This is an optimization exercise on Yosys and OpenROAD, whose aim is small area and a short achievable clock period, not a production implementation.
At most, simulation tests tie the RTL to the original design; equivalence was not proved.
No activity file was given, so power comes from the tool's default toggle rates.

==> module fifo, before the edit <==
module fifo
#(
    parameter   DATA_WIDTH          = 16,
    parameter   ADDR_WIDTH          = 4,
    parameter   RAM_DEPTH           = (1 << ADDR_WIDTH)
)(
    input  wire                         clk,
    input  wire                         reset,
    input  wire                         push,
    input  wire                         pop,
    input  wire [ DATA_WIDTH -1 : 0 ]   data_in,
    output reg  [ DATA_WIDTH -1 : 0 ]   data_out
);
reg     [ADDR_WIDTH  :0]        fifo_count;
reg     [DATA_WIDTH-1:0]        mem[0:RAM_DEPTH-1];
wire empty = (fifo_count == 0);
wire full  = fifo_count[ADDR_WIDTH];
wire do_push = push && !full;
wire do_pop  = pop && !empty;
always @ (posedge clk)
begin
  if (reset)
    fifo_count <= 0;
  else if (do_push && !do_pop)
    fifo_count <= fifo_count + 1;
  else if (do_pop && !do_push)
    fifo_count <= fifo_count - 1;
end
integer i;
always @ (posedge clk)
  if (do_push) begin
    mem[0] <= data_in;
    for (i = 1; i < RAM_DEPTH; i = i + 1)
      mem[i] <= mem[i-1];
  end
reg [DATA_WIDTH-1:0] rd_mux;
integer k;
always @(*) begin
  rd_mux = {DATA_WIDTH{1'b0}};
  for (k = 0; k < RAM_DEPTH; k = k + 1)
    rd_mux = rd_mux | (mem[k] & {DATA_WIDTH{fifo_count == k + 1}});
end
always @ (posedge clk)
  if (do_pop)
    data_out <= rd_mux;
endmodule
clock: 6.5 ns
lec_check: 0
abc_clock_period_in_ps: 2800
cap_margin: 20
core_margin: 2
core_utilization: 60
setup_slack_margin: 4.0
slew_margin: 20
standard.sh (not shown) runs the stock make flow with config.mk's settings and CLKGATE_MAP_FILE= SYNTH_SCRIPT=/design/flow/synth_recipe.tcl, a recipe that flattens the netlist after the stock synthesis.
==> flow/flow/run.sh <==
#!/bin/bash
set -e
export BUFFER_PORTS_ARGS="-buffer_cell sky130_fd_sc_hd__buf_1"
export CTS_ARGS="-sink_clustering_enable -repair_clock_nets -sink_clustering_size 28 -sink_clustering_max_diameter 80 -dont_use_dummy_load"
bash standard.sh > standard.log 2>&1
Rerun with:
--- a/flow/design.v
+++ b/flow/design.v
@@ -740,8 +740,9 @@
     output reg  [ DATA_WIDTH -1 : 0 ]   data_out
 );
-reg     [ADDR_WIDTH  :0]        fifo_count;
+reg     [ADDR_WIDTH  :0]        wr_pointer;
+reg     [ADDR_WIDTH  :0]        rd_pointer;
 reg     [DATA_WIDTH-1:0]        mem[0:RAM_DEPTH-1];
-wire empty = (fifo_count == 0);
-wire full  = fifo_count[ADDR_WIDTH];
+wire empty = (wr_pointer == rd_pointer);
+wire full  = (wr_pointer == {~rd_pointer[ADDR_WIDTH], rd_pointer[ADDR_WIDTH-1:0]});
 wire do_push = push && !full;
 wire do_pop  = pop && !empty;
@@ -749,17 +750,18 @@
 begin
   if (reset)
-    fifo_count <= 0;
-  else if (do_push && !do_pop)
-    fifo_count <= fifo_count + 1;
-  else if (do_pop && !do_push)
-    fifo_count <= fifo_count - 1;
+    wr_pointer <= 0;
+  else if (do_push)
+    wr_pointer <= wr_pointer + 1;
 end
-integer i;
 always @ (posedge clk)
-  if (do_push) begin
-    mem[0] <= data_in;
-    for (i = 1; i < RAM_DEPTH; i = i + 1)
-      mem[i] <= mem[i-1];
-  end
+begin
+  if (reset)
+    rd_pointer <= 0;
+  else if (do_pop)
+    rd_pointer <= rd_pointer + 1;
+end
+always @ (posedge clk)
+  if (do_push)
+    mem[wr_pointer[ADDR_WIDTH-1:0]] <= data_in;
 reg [DATA_WIDTH-1:0] rd_mux;
 integer k;
@@ -767,5 +769,5 @@
   rd_mux = {DATA_WIDTH{1'b0}};
   for (k = 0; k < RAM_DEPTH; k = k + 1)
-    rd_mux = rd_mux | (mem[k] & {DATA_WIDTH{fifo_count == k + 1}});
+    rd_mux = rd_mux | (mem[k] & {DATA_WIDTH{rd_pointer[ADDR_WIDTH-1:0] == k}});
 end
 always @ (posedge clk)
Outcome: The changed run produced a clean layout. Power is lower by 9.2%. Setup slack is about the same. Clock skew hardly moves. Maximum frequency barely changes. Cell area is higher by 2.0%. Sequential share of layout area is lower by 1.0 points. Routed wire length is higher by 2.9%. Clock power hardly moves. First-iteration DRC count is higher by 2.8%. Synthesized cell count is higher by 1.5%.
No functional check of the RTL was part of the second run of this note.

---

PE, a different RTL version from the one above (not shown whole).
Size in the first run: about 2700 cells after synthesis, ~1000 flip-flops, ~140 I/O pins, ~41000 um2 of cells after synthesis.
## PE
module PE #(
  parameter integer PE_BUF_ADDR_WIDTH   = 5,
  parameter integer OP_WIDTH            = 16,
  parameter integer ACC_WIDTH           = 16,
  parameter         LAYER_NORM          = "NO"
)
(
  input  wire                                         clk,
  input  wire                                         reset,
  input  wire                                         mask,
  input  wire  [ 10+2*PE_BUF_ADDR_WIDTH -1 : 0 ]      ctrl,
  input  wire                                         src_2_sel,
  input  wire  [ OP_WIDTH             -1 : 0 ]        read_data_0,
  input  wire  [ OP_WIDTH             -1 : 0 ]        read_data_1,
  input  wire  [ OP_WIDTH             -1 : 0 ]        read_data_2,
  output wire  [ OP_WIDTH             -1 : 0 ]        lrn_center,
  output wire  [ OP_WIDTH             -1 : 0 ]        write_data,
  output wire  [ OP_WIDTH             -1 : 0 ]        pe_buffer_read_data,
  input  wire                                         pe_neuron_read_req,
  input  wire  [ OP_WIDTH             -1 : 0 ]        pe_neuron_write_data,
  input  wire                                         pe_neuron_write_req,
  input  wire  [ PE_BUF_ADDR_WIDTH    -1 : 0 ]        pe_neuron_write_addr,
  output wire                                         write_valid
);
==> module activation, before the edit <==
module activation #(
  parameter OP_WIDTH  = 16
) (
  input  wire                                         clk,
  input  wire                                         enable,
  input  wire        [ OP_WIDTH           -1 : 0 ]    in,
  output wire        [ OP_WIDTH           -1 : 0 ]    out
);
reg [OP_WIDTH-1:0] activation_data;
always @(posedge clk)
  if (enable)
    activation_data <= ($signed(in) > 0) ? in : {OP_WIDTH{1'b0}};
  else
    activation_data <= in;
assign out = activation_data;
endmodule
make LEC_CHECK=0 ABC_CLOCK_PERIOD_IN_PS=2800 CAP_MARGIN=20 CORE_MARGIN=2 CORE_UTILIZATION=60 CTS_CLUSTER_DIAMETER=80 CTS_CLUSTER_SIZE=28 SETUP_SLACK_MARGIN=3.9 SLEW_MARGIN=20 finish   # period 6.5 ns
run.sh (not shown) runs the stock make flow with config.mk's settings and CLKGATE_MAP_FILE= SYNTH_SCRIPT=/design/flow/synth_recipe.tcl, a recipe that flattens the netlist after the stock synthesis.
Stock flow here: none of the scripts above is used.
Edit:
--- a/flow/design.v
+++ b/flow/design.v
@@ -840,15 +840,16 @@
   input  wire                                         clk,
   input  wire                                         enable,
   input  wire        [ OP_WIDTH           -1 : 0 ]    in,
   output wire        [ OP_WIDTH           -1 : 0 ]    out
 );
 reg [OP_WIDTH-1:0] activation_data;
+wire signed [OP_WIDTH-1:0] in_s = in;
 always @(posedge clk)
   if (enable)
-    activation_data <= ($signed(in) > 0) ? in : {OP_WIDTH{1'b0}};
+    activation_data <= (in_s > 0) ? in : {OP_WIDTH{1'b0}};
   else
     activation_data <= in;
 assign out = activation_data;
 endmodule
 `timescale 1ns/1ps
 module PE #(
Effect: Via count does not change. Fmax is unchanged. Routed wire length does not change. Synthesized area does not change. Clock power is about the same. Die area is unchanged. Sequential share of layout area stays the same. Sequential power is about the same. Register-to-register slack hardly moves. Total power is unchanged. Design area is unchanged.
No functional check of the RTL was part of the first run of this note.

==> separate check: timing with driven ports <==
The flow's constraints put no driver on any port. The routed layouts listed below were extracted and timed again, unchanged, in two steps. Step 1 sets driving cells, clkbuf_16 on the clock port and buf_2 on the other inputs (assumed; they add their load-dependent delay and slew). Step 2, shift: input delay + t, output delay - t, t = (earliest + latest rising clock arrival at the registers) / 2. This alone moves slack from input paths to output paths. Three values: ideal ports, drivers, drivers and shift; two values: the first two.
| run | t, ns | setup slack, ns | clock arrival spread, ns | worst data-port slew with drivers (ns) | pins driven straight from the clock port |
|---|---|---|---|---|---|
| the first run of note 1 | 0.681 | 3.900 / 3.859 / 3.380 | 0.075 / 0.074 | 0.11 | 1 |
| the second run of note 1 | 0.660 | 3.900 / 3.859 / 3.501 | 0.094 / 0.094 | 0.13 | 1 |
| the first run of note 2 | 0.700 | 3.900 / 3.851 / 3.275 | 0.042 / 0.042 | 0.12 | 1 |
| the second run of note 2 | 0.700 | 3.900 / 3.851 / 3.275 | 0.042 / 0.042 | 0.12 | 1 |
After both steps every run listed still meets setup and hold.
